This design comes from an exercise in tuning for small area on the open sky130 flow, not from production work. Function was checked by simulation only, so behaviour that the tests miss may differ from the original.

==> flow/design.v <==
module clk_counter_fc
  (
    input clk,
    input rstn,
    input start,
    input done,
    output reg [31:0] clk_counter
  );
  always @(posedge clk or negedge rstn) begin
    if (!rstn) begin
      clk_counter <= 32'd0;
    end
    else begin
      if (start && !done) begin
        clk_counter <= clk_counter+1;
      end
      else begin
        clk_counter <= clk_counter;
      end
    end
  end
endmodule
module fc_apb
  (
    input wire PCLK,
    input wire PRESETB,
    input wire [31:0] PADDR,
    input wire PSEL,
    input wire PENABLE,
    input wire PWRITE,
    input wire [31:0] PWDATA,
    output wire [31:0] PRDATA,
    input wire [31:0] clk_counter,
    input wire [31:0] max_index,
    input wire [0:0] fc_done,
    output reg [0:0] fc_start,
    output reg [2:0] COMMAND,
    input wire F_writedone,
    input wire B_writedone,
    input wire cal_done,
    output wire [31:0] num_input_words,
    output wire [31:0] num_output_words
  );
  reg [6:0] nin;
  reg [4:0] nout;
  reg [31:0] prdata_reg;
  assign num_input_words  = {25'd0, nin};
  assign num_output_words = {27'd0, nout};
  wire setup  = PSEL & ~PENABLE;
  wire enable = PSEL & PENABLE;
  wire [13:0] a = PADDR[15:2];
  always @(posedge PCLK, negedge PRESETB) begin
    if (PRESETB == 1'b0) begin
      prdata_reg <= 32'h0;
    end
    else begin
      if (~PWRITE & setup) begin
        case (a)
          14'd0: prdata_reg <= {28'd0, fc_start, COMMAND};
          14'd1: prdata_reg <= {29'd0, cal_done, B_writedone, F_writedone};
          14'd2: prdata_reg <= clk_counter;
          14'd3: prdata_reg <= {31'd0, fc_done};
          14'd4: prdata_reg <= max_index;
          14'd5: prdata_reg <= num_input_words;
          14'd6: prdata_reg <= num_output_words;
          default: prdata_reg <= 32'h0;
        endcase
      end
      else begin
        prdata_reg <= 32'h0;
      end
    end
  end
  assign PRDATA = (~PWRITE & enable) ? prdata_reg : 32'h0;
  always @(posedge PCLK, negedge PRESETB) begin
    if (PRESETB == 1'b0) begin
      fc_start <= 1'b0;
      COMMAND  <= 3'b000;
      nin      <= 7'd64;
      nout     <= 5'd16;
    end
    else if (PWRITE & enable) begin
      case (a)
        14'd0: begin
          COMMAND  <= PWDATA[2:0];
          fc_start <= (PWDATA[2:0] != 3'b000);
        end
        14'd5: nin  <= PWDATA[6:0];
        14'd6: nout <= PWDATA[4:0];
        default: ;
      endcase
    end
  end
endmodule
module fc_module
  #(
    parameter integer C_S00_AXIS_TDATA_WIDTH = 32
  )
  (
    input wire clk,
    input wire rstn,
    output wire S_AXIS_TREADY,
    input wire [C_S00_AXIS_TDATA_WIDTH-1 : 0] S_AXIS_TDATA,
    input wire [(C_S00_AXIS_TDATA_WIDTH/8)-1 : 0] S_AXIS_TKEEP,
    input wire S_AXIS_TUSER,
    input wire S_AXIS_TLAST,
    input wire S_AXIS_TVALID,
    input wire M_AXIS_TREADY,
    output wire M_AXIS_TUSER,
    output wire [C_S00_AXIS_TDATA_WIDTH-1 : 0] M_AXIS_TDATA,
    output wire [(C_S00_AXIS_TDATA_WIDTH/8)-1 : 0] M_AXIS_TKEEP,
    output wire M_AXIS_TLAST,
    output wire M_AXIS_TVALID,
    input fc_start,
    output reg fc_done,
    input wire [2:0] COMMAND,
    input wire [31:0] num_input_words,
    input wire [31:0] num_output_words,
    output reg F_writedone,
    output reg B_writedone,
    output wire [31:0] max_index,
    output reg cal_done
  );
  localparam S_IDLE      = 3'd0;
  localparam S_LOAD_FEAT = 3'd1;
  localparam S_LOAD_BIAS = 3'd2;
  localparam S_CALC_W    = 3'd3;
  localparam S_SEND_RES  = 3'd4;
  localparam S_WAIT_CMD  = 3'd5;
  reg [2:0] state;
  reg [2:0] prev_command;
  reg s_ready_reg;
  reg m_axis_tvalid;
  reg m_axis_tlast;
  reg [6:0] cnt;         
  reg [6:0] neuron_idx;  
  reg signed [23:0] acc;
  reg [6:0] cur_max;
  reg [6:0] max_idx;
  reg [31:0] buf_feature [0:63];
  reg [31:0] buf_bias    [0:15];
  reg [6:0]  buf_res     [0:63];    
  wire [6:0] nin  = num_input_words[6:0];
  wire [4:0] nout = num_output_words[4:0];
  assign S_AXIS_TREADY = s_ready_reg;
  assign M_AXIS_TVALID = m_axis_tvalid;
  assign M_AXIS_TLAST  = m_axis_tlast;
  assign M_AXIS_TUSER  = 1'b0;
  assign M_AXIS_TKEEP  = 4'hF;
  assign max_index     = {25'd0, max_idx};
  wire s_fire = S_AXIS_TVALID & s_ready_reg;
  wire last_in_word = (cnt == nin - 7'd1);
  wire sending = (state == S_SEND_RES);
  wire send_fire = sending & m_axis_tvalid & M_AXIS_TREADY;
  wire [63:0] f_sel = 64'd1 << cnt[5:0];
  reg [31:0] fw;
  integer q;
  always @(*) begin
    fw = 32'd0;
    for (q = 0; q < 64; q = q + 1)
      fw = fw | (buf_feature[q] & {32{f_sel[q]}});
  end
  wire signed [15:0] p0 = $signed(S_AXIS_TDATA[7:0])   * $signed(fw[7:0]);
  wire signed [15:0] p1 = $signed(S_AXIS_TDATA[15:8])  * $signed(fw[15:8]);
  wire signed [15:0] p2 = $signed(S_AXIS_TDATA[23:16]) * $signed(fw[23:16]);
  wire signed [15:0] p3 = $signed(S_AXIS_TDATA[31:24]) * $signed(fw[31:24]);
  wire signed [23:0] next_acc = acc + p0 + p1 + p2 + p3;
  wire [63:0] b_sel = 64'd1 << neuron_idx[5:0];
  reg [7:0] bias_byte;
  always @(*) begin
    bias_byte = 8'd0;
    for (q = 0; q < 64; q = q + 1)
      bias_byte = bias_byte | (buf_bias[q/4][8*(q%4) +: 8] & {8{b_sel[q]}});
  end
  wire signed [18:0] biased = (next_acc >>> 6) + $signed(bias_byte);
  wire [6:0] final_val = biased[18] ? 7'd0 : (|biased[17:7]) ? 7'd127 : biased[6:0];
  wire feat_we = (state == S_LOAD_FEAT) & s_fire;
  wire bias_we = (state == S_LOAD_BIAS) & s_fire;
  wire res_we  = (state == S_CALC_W) & s_fire & last_in_word;
  integer j, b;
  always @(posedge clk) begin
    if (feat_we) buf_feature[cnt[5:0]] <= S_AXIS_TDATA;
    if (bias_we) buf_bias[cnt[3:0]] <= S_AXIS_TDATA;
    for (j = 0; j < 16; j = j + 1)
      for (b = 0; b < 4; b = b + 1)
        if (res_we && neuron_idx[5:2] == j &&
            (neuron_idx[1:0] == b || neuron_idx[1:0] == 2'd0))
          buf_res[4*j+b] <= (neuron_idx[1:0] == b) ? final_val : 7'd0;
  end
  wire [15:0] r_sel = {15'd0, sending} << cnt[3:0];
  reg [27:0] rw;
  always @(*) begin
    rw = 28'd0;
    for (q = 0; q < 16; q = q + 1)
      rw = rw | ({buf_res[4*q+3], buf_res[4*q+2], buf_res[4*q+1], buf_res[4*q]} & {28{r_sel[q]}});
  end
  assign M_AXIS_TDATA = {1'b0, rw[27:21], 1'b0, rw[20:14], 1'b0, rw[13:7], 1'b0, rw[6:0]};
  wire phase_start = fc_start && ((state == S_IDLE) ||
                     (state == S_WAIT_CMD && COMMAND != prev_command));
  always @(posedge clk) begin
    if (phase_start && COMMAND == 3'b100) begin
      acc <= 24'd0;
      neuron_idx <= 7'd0;
    end
    else if (state == S_CALC_W && s_fire) begin
      if (last_in_word) begin
        acc <= 24'd0;
        neuron_idx <= neuron_idx + 7'd1;
        if (neuron_idx == 7'd0 || final_val > cur_max)
          cur_max <= final_val;
      end
      else begin
        acc <= next_acc;
      end
    end
  end
  wire [6:0] cnt_inc = {cnt[6] | (&cnt[5:0]), cnt[5:0] + 6'd1};
  always @(posedge clk) begin
    if (phase_start)
      cnt <= 7'd0;
    else if (s_fire && (state == S_LOAD_FEAT || state == S_LOAD_BIAS))
      cnt <= cnt_inc;
    else if (s_fire && state == S_CALC_W)
      cnt <= last_in_word ? 7'd0 : cnt_inc;
    else if (send_fire)
      cnt <= cnt_inc;
  end
  always @(posedge clk or negedge rstn) begin
    if (!rstn) begin
      state         <= S_IDLE;
      s_ready_reg   <= 1'b0;
      m_axis_tvalid <= 1'b0;
      m_axis_tlast  <= 1'b0;
      F_writedone   <= 1'b0;
      B_writedone   <= 1'b0;
      cal_done      <= 1'b0;
      fc_done       <= 1'b0;
      prev_command  <= 3'b000;
      max_idx       <= 7'd0;
    end
    else begin
      if (m_axis_tvalid && M_AXIS_TREADY) begin
        m_axis_tvalid <= 1'b0;
        m_axis_tlast  <= 1'b0;
      end
      case (state)
        S_IDLE: begin
          s_ready_reg   <= 1'b0;
          m_axis_tvalid <= 1'b0;
          m_axis_tlast  <= 1'b0;
          F_writedone   <= 1'b0;
          B_writedone   <= 1'b0;
          cal_done      <= 1'b0;
          fc_done       <= 1'b0;
          if (fc_start) begin
            prev_command <= COMMAND;
            max_idx      <= 7'd0;
            case (COMMAND)
              3'b001: begin state <= S_LOAD_FEAT; s_ready_reg <= 1'b1; end
              3'b010: begin state <= S_LOAD_BIAS; s_ready_reg <= 1'b1; end
              3'b100: begin state <= S_CALC_W;    s_ready_reg <= 1'b1; end
              3'b101: begin state <= S_SEND_RES; end
              default: state <= S_IDLE;
            endcase
          end
        end
        S_LOAD_FEAT: begin
          if (s_fire && (S_AXIS_TLAST || last_in_word)) begin
            s_ready_reg <= 1'b0;
            F_writedone <= 1'b1;
            state       <= S_WAIT_CMD;
          end
        end
        S_LOAD_BIAS: begin
          if (s_fire && (S_AXIS_TLAST || cnt == {2'b0, nout} - 7'd1)) begin
            s_ready_reg <= 1'b0;
            B_writedone <= 1'b1;
            state       <= S_WAIT_CMD;
          end
        end
        S_CALC_W: begin
          if (s_fire) begin
            if (last_in_word) begin
              if (neuron_idx == 7'd0)
                max_idx <= 7'd0;
              else if (final_val > cur_max)
                max_idx <= neuron_idx;
            end
            if (S_AXIS_TLAST) begin
              s_ready_reg <= 1'b0;
              cal_done    <= 1'b1;
              state       <= S_WAIT_CMD;
            end
          end
        end
        S_SEND_RES: begin
          if (!m_axis_tvalid || M_AXIS_TREADY) begin
            m_axis_tvalid <= 1'b1;
            if (M_AXIS_TREADY && m_axis_tvalid) begin
              if (cnt == {2'b0, nout} - 7'd1) begin
                m_axis_tvalid <= 1'b0;
                m_axis_tlast  <= 1'b0;
                fc_done       <= 1'b1;
                state         <= S_WAIT_CMD;
              end
              else if (cnt == {2'b0, nout} - 7'd2) begin
                m_axis_tlast <= 1'b1;
              end
            end
          end
        end
        S_WAIT_CMD: begin
          if (fc_start == 1'b0) begin
            state        <= S_IDLE;
            prev_command <= 3'b000;
          end
          else if (COMMAND != prev_command) begin
            prev_command <= COMMAND;
            case (COMMAND)
              3'b001: begin state <= S_LOAD_FEAT; s_ready_reg <= 1'b1; F_writedone <= 1'b0; end
              3'b010: begin state <= S_LOAD_BIAS; s_ready_reg <= 1'b1; B_writedone <= 1'b0; end
              3'b100: begin state <= S_CALC_W;    s_ready_reg <= 1'b1; cal_done <= 1'b0; end
              3'b101: begin state <= S_SEND_RES;  fc_done <= 1'b0; end
              default: state <= S_IDLE;
            endcase
          end
        end
        default: state <= S_IDLE;
      endcase
    end
  end
endmodule
`timescale 1ns / 1ps
module fc_top 
  #(
    parameter integer C_S00_AXIS_TDATA_WIDTH = 32
  )
  (
    input wire CLK,
    input wire RESETN,
    output wire S_AXIS_TREADY,
    input wire [C_S00_AXIS_TDATA_WIDTH-1 : 0] S_AXIS_TDATA,
    input wire [(C_S00_AXIS_TDATA_WIDTH/8)-1 : 0] S_AXIS_TKEEP, 
    input wire S_AXIS_TUSER, 
    input wire S_AXIS_TLAST, 
    input wire S_AXIS_TVALID, 
    input wire M_AXIS_TREADY, 
    output wire M_AXIS_TUSER, 
    output wire [C_S00_AXIS_TDATA_WIDTH-1 : 0] M_AXIS_TDATA, 
    output wire [(C_S00_AXIS_TDATA_WIDTH/8)-1 : 0] M_AXIS_TKEEP, 
    output wire M_AXIS_TLAST, 
    output wire M_AXIS_TVALID, 
    input wire [31:0] PADDR, 
    input wire PENABLE, 
    input wire PSEL, 
    input wire PWRITE, 
    input wire [31:0] PWDATA, 
    output wire [31:0] PRDATA, 
    output wire PREADY, 
    output wire PSLVERR
  );
  wire fc_start;
  wire fc_done;
  wire [31:0] clk_counter;
  wire [31:0] max_index;
  assign PREADY = 1'b1;
  assign PSLVERR = 1'b0;
  wire [2:0] fc_cmd;            
  wire F_writedone;             
  wire B_writedone;             
  wire cal_done;                
  wire [31:0] num_input_words;  
  wire [31:0] num_output_words; 
  clk_counter_fc u_clk_counter(
    .clk   (CLK),
    .rstn  (RESETN),
    .start (fc_start),
    .done  (fc_done),
    .clk_counter (clk_counter)
  );
  fc_apb u_fc_apb(
    .PCLK    (CLK),
    .PRESETB (RESETN),
    .PADDR   ({16'd0,PADDR[15:0]}),
    .PSEL    (PSEL),
    .PENABLE (PENABLE),
    .PWRITE  (PWRITE),
    .PWDATA  (PWDATA),
    .PRDATA  (PRDATA),
    .fc_start    (fc_start),
    .fc_done     (fc_done),
    .clk_counter (clk_counter),
    .COMMAND          (fc_cmd),            
    .F_writedone      (F_writedone),       
    .B_writedone      (B_writedone),       
    .cal_done         (cal_done),          
    .max_index        (max_index),        
    .num_input_words  (num_input_words),   
    .num_output_words (num_output_words)   
  );
  fc_module u_fc_module(
    .clk  (CLK),
    .rstn (RESETN),
    .S_AXIS_TREADY (S_AXIS_TREADY),
    .S_AXIS_TDATA  (S_AXIS_TDATA),
    .S_AXIS_TKEEP  (S_AXIS_TKEEP),
    .S_AXIS_TUSER  (S_AXIS_TUSER),
    .S_AXIS_TLAST  (S_AXIS_TLAST),
    .S_AXIS_TVALID (S_AXIS_TVALID),
    .M_AXIS_TREADY (M_AXIS_TREADY),
    .M_AXIS_TUSER  (M_AXIS_TUSER),
    .M_AXIS_TDATA  (M_AXIS_TDATA),
    .M_AXIS_TKEEP  (M_AXIS_TKEEP),
    .M_AXIS_TLAST  (M_AXIS_TLAST),
    .M_AXIS_TVALID (M_AXIS_TVALID),
    .fc_start      (fc_start),
    .fc_done       (fc_done),
    .COMMAND          (fc_cmd),            
    .F_writedone      (F_writedone),       
    .B_writedone      (B_writedone),       
    .cal_done         (cal_done),          
    .max_index        (max_index),         
    .num_input_words  (num_input_words),   
    .num_output_words (num_output_words)   
  );
endmodule
==> flow/run.sh <==
#!/bin/bash
# synth_recipe.tcl (not shown) runs the flow's synth.tcl, then flattens the netlist and writes it again
# the make line also repeats each setting of config.mk as NAME=value (left out here)
make -C /OpenROAD-flow-scripts/flow DESIGN_CONFIG=/design/flow/config.mk WORK_HOME=/design/flow/orfs CLKGATE_MAP_FILE= SYNTH_SCRIPT=/design/flow/synth_recipe.tcl finish
==> flow/config.mk <==
export PLATFORM = sky130hd
export DESIGN_NAME = fc_top
export DESIGN_NICKNAME = fc_top
export VERILOG_FILES = /design/flow/design.v
export SDC_FILE = /design/flow/constraint.sdc
export NUM_CORES = 4
export LEC_CHECK = 0
export CAP_MARGIN = 20
export CORE_MARGIN = 2
export CORE_UTILIZATION = 40
export CTS_BUF_LIST = sky130_fd_sc_hd__clkbuf_4
export PLACE_DENSITY = 0.6
export SLEW_MARGIN = 20
==> flow/constraint.sdc <==
create_clock -name core_clock -period 22.0 [get_ports {CLK}]
set_input_delay 4.4000 -clock core_clock [delete_from_list [all_inputs] [get_ports {CLK}]]
set_output_delay 4.4000 -clock core_clock [all_outputs]
set_load 0.01 [all_outputs]
==> impl_results.md <==
* Setup bufs post-CTS at 0
* Placed cell areas at 139000 sq um
* Clock transition at the registers of the reported paths at 0.07 ns
* Initial antenna violation count at 29
* Clock Skews at 0.271 ns
* Most used cell, CP: fa_1
* Final min period at 16.66 ns
* Crit path DAT at 18.02 ns
* GR Overflow Total at 0
* Hold Path Sink: u_fc_module.acc[1]$_SDFFE_PP0P_
* Worst-Skew Late Latency at 1.69 ns
* Relative slew slack at 14.9%
* Setup-failing EPs final at 0
* Fmax at 0.0600 GHz
* Routed vias at 86657
* Die width at 576 um
* Reg2reg end: u_fc_module.max_idx[1]$_DFFE_PN0P_
* Pin count of the biggest net entering global routing at 89
* Ys Warns at 4
* Pre-CTS setup slack at 5.25 ns
* I/O Pins at 183
* Pre-antenna DRT Iters at 9
* Critical Setup Path Class: flop to flop
* Post-synth cell types at 87
* Layout cells sized above 1 at 18.7%
* CTS buffer count at 782
* Critical Path Sink Type: flop
* HP Start: u_fc_module.acc[1]$_SDFFE_PP0P_
* Slew @ Worst Pin at 1.28 ns
* DIE AREA at 331000 sq um
* Hold WC Path Type: flop to flop
* Max Buffers Root-to-Sink at 4
* Clock Sinks at 3153
* Placeable Area at 325000 sq um
* Area Growth Syn to Fin at 14.2%
* Ys async rst share at 3.17%
* WL final at 483 mm
* Resize count post-CTS at 0
* Final setup TNS at 0 ns
* CTS Root Cell: clkbuf_4
* Most used DFF post-synth: edfxtp_1
* Largest cells by area after synthesis: edfxtp_1 (69%), fa_1 (6.1%), a22oi_1 (5.4%), dfrtp_1 (1.9%), ha_1 (1.4%)
* Vias in the first global route at 84353
* RSZ-0062 raised after global routing: no
* WHS Path Cells at 2
* Storage element area at 93800 sq um
* Top-area cell type share of the netlist area at 69.3%
* Number of max-cap violations at 0
* Status: finished clean
* DPL Wire Length at 279 mm
* Cells after synthesis at 8156
* TritonCTS clock tree: built
* PortBufs at 123
* DRT iter0 DRCs at 15085
* Commonest cells post-synth: edfxtp_1 (3015), a22oi_1 (948), inv_1 (477)
* Area leader, netlist: edfxtp_1
* Die Y at 576 um
* CP startpoint kind: flop
* Critical Path RT at 23.36 ns
* Max incr delay on CP at 0.78 ns
* Initial cell density of the core at 40.3%
* Most frequent cell after synthesis: edfxtp_1
* Finished Cell Area at 149000 sq um
* Flops & latches, synth at 3153
* Max reg flops at 2048
* H-tree depth at 6
* Drt via density at 6.22
* CP max FO at 25
* Layout fillers at 28199
* Final worst setup slack at 5.34 ns
* Placer Congestion at 0.880
* Hold WS at 0.461 ns
* First-pass GRT wire length at 657 mm
* Worst path slowest cell: nor2_1
* EDFF count, synth at 3015
* Row count at 209
* Layout net count at 9699
* GRT Total Usage at 28.4%
* Wire length per cell at 34.7 um
* Syn avg cell area at 16.0 sq um
* Mapped Area at 131000 sq um
* Reg-to-Reg Start: u_fc_module.cnt[0]$_SDFFE_PP0P_
* Flop2flop setup slack at 5.34 ns
* Seq/Total Area, Yosys at 71.8%
* Multi-input gate area at 34800 sq um
* # hold bufs at CTS at 0
* Max Slew Vio Count at 0
* Remaining DRCs at 0
* Final worst path period share at 75.7%
* Length in cells of the worst reg-to-reg path at 44
* Final Hold Violating Endpoints at 0
* Number of routed nets with antenna violations at 0
layer usage:
layer	routed length [um]	up-vias	GRT usage, %	share of wire [%]
met5	116	-	0	0.024
met4	31100	12	15.6	6.4
met3	64900	1493	7.52	13
met2	217000	7208	44.2	45
met1	169000	43677	36.2	35
li1	-	34267	-	-
cell type report:
class | instances | area share [%]
diodes | 32 | 0.0537
clock buffers | 1101 | 5.54
clock inverters | 211 | 0.865
inverters | 478 | 1.20
multi-input cells | 4177 | 23.3
flip-flops and latches | 3153 | 62.9
well taps | 4325 | 3.63
repair buffers | 452 | 2.52
kinds of logic (layout without fill, tap and decap cells):
| logic type | after synthesis | in the layout | synth area share [%] |
|---|---|---|---|
| AO/OA/AOI/OAI | 1749 | 1749 | 10.2 |
| XOR/XNOR | 101 | 101 | 0.687 |
| adder cells (fa/ha/maj) | 546 | 546 | 7.50 |
| buffers and inverters | 835 | 2242 | 2.56 |
| flip-flops | 3153 | 3153 | 71.8 |
| multiplexers | 74 | 74 | 0.605 |
| other | 2 | 43 | 0.00575 |
| AND/OR/NAND/NOR | 1696 | 1696 | 6.65 |
worst max-delay path by stage:
stage	startpoint	to	slack [ns]	depth (start not counted)
final	u_fc_module.cnt[0]$_SDFFE_PP0P_	u_fc_module.max_idx[1]$_DFFE_PN0P_	5.34	44
after CTS	u_fc_module.cnt[2]$_SDFFE_PP0P_	u_fc_module.max_idx[1]$_DFFE_PN0P_	5.58	50
after detailed placement	S_AXIS_TDATA[31]	u_fc_module.max_idx[1]$_DFFE_PN0P_	5.25	39
after global routing	u_fc_module.cnt[1]$_SDFFE_PP0P_	u_fc_module.max_idx[1]$_DFFE_PN0P_	4.77	46
after floorplan	S_AXIS_TDATA[31]	u_fc_module.cur_max[0]$_DFFE_PP_	7.66	39
after global placement	S_AXIS_TDATA[31]	u_fc_module.cur_max[0]$_DFFE_PP_	5.05	38
critical path: cells and delay by family (launching register included):
| kind | cells | cell delay, ns |
|---|---|---|
| simple gates | 15 | 5.56 |
| xor+xnor | 1 | 0.21 |
| buf+inv | 3 | 1.39 |
| fa+ha+maj | 13 | 5.84 |
| mux | 1 | 0.59 |
| flops | 1 | 0.44 |
| compound gates | 11 | 2.31 |
cell usage in the layout, fill, tap and decap left out, types with 20 or more instances in the layout:
cell type,synthesis,layout
edfxtp_1,3015,3015
clkbuf_4,0,1101
a22oi_1,948,948
inv_1,477,477
nand2_1,402,402
fa_1,395,395
buf_4,19,349
nor2_1,359,224
a22o_1,198,198
a221oi_1,195,195
nand4_1,186,186
and2_1,150,151
ha_1,151,151
clkinv_1,1,143
nor2_4,0,117
nand3_1,116,116
a21oi_1,107,106
dfrtp_1,98,98
clkdlybuf4s50_1,0,90
nor3_1,106,87
o21ai_0,83,83
and3_1,95,80
nor2b_1,72,72
xnor2_1,69,69
a222oi_1,55,55
nand2b_1,51,51
nor4_1,51,45
mux2i_1,43,43
diode_2,0,32
dfxtp_1,38,32
xor2_1,31,31
mux2_2,30,30
a31oi_1,27,27
nor3_2,4,20
clkinv_2,0,20
per-stage QoR:
step	utilization (%)	std cells
after global placement	42.9	12575
final	46.0	13929
after CTS	45.9	13888
after floorplan	-	8165
after global routing	46.0	13902
after detailed placement	42.9	12576

[port drivers added, routing unchanged]
Ports are ideal in the flow. The routed layout listed here was re-timed in OpenROAD. Step 1: set_driving_cell puts a clkbuf_16 on CLK and a buf_2 on each other input, an assumption about the parent block. Step 2 moves the port delays by t, midway between the first and last clock arrival at a register: inputs arrive t later, outputs are due t later. That takes back most of the time a late clock gives input paths. a / b / c = ideal ports / drivers / drivers and shift; a / b = the first two.
shift t [ns]: 1.659
setup WS [ns]: 5.337 / 5.337 / 5.153
clock arrival spread, ns: 0.271 / 0.271
slew at the worst register clock pin (ns): 0.08 / 0.08
worst data-port slew with drivers (ns): 0.33
After both steps this run still meets setup and hold. The setup slack of this run moves by 0.000 ns with the drivers and by -0.184 ns with both steps.
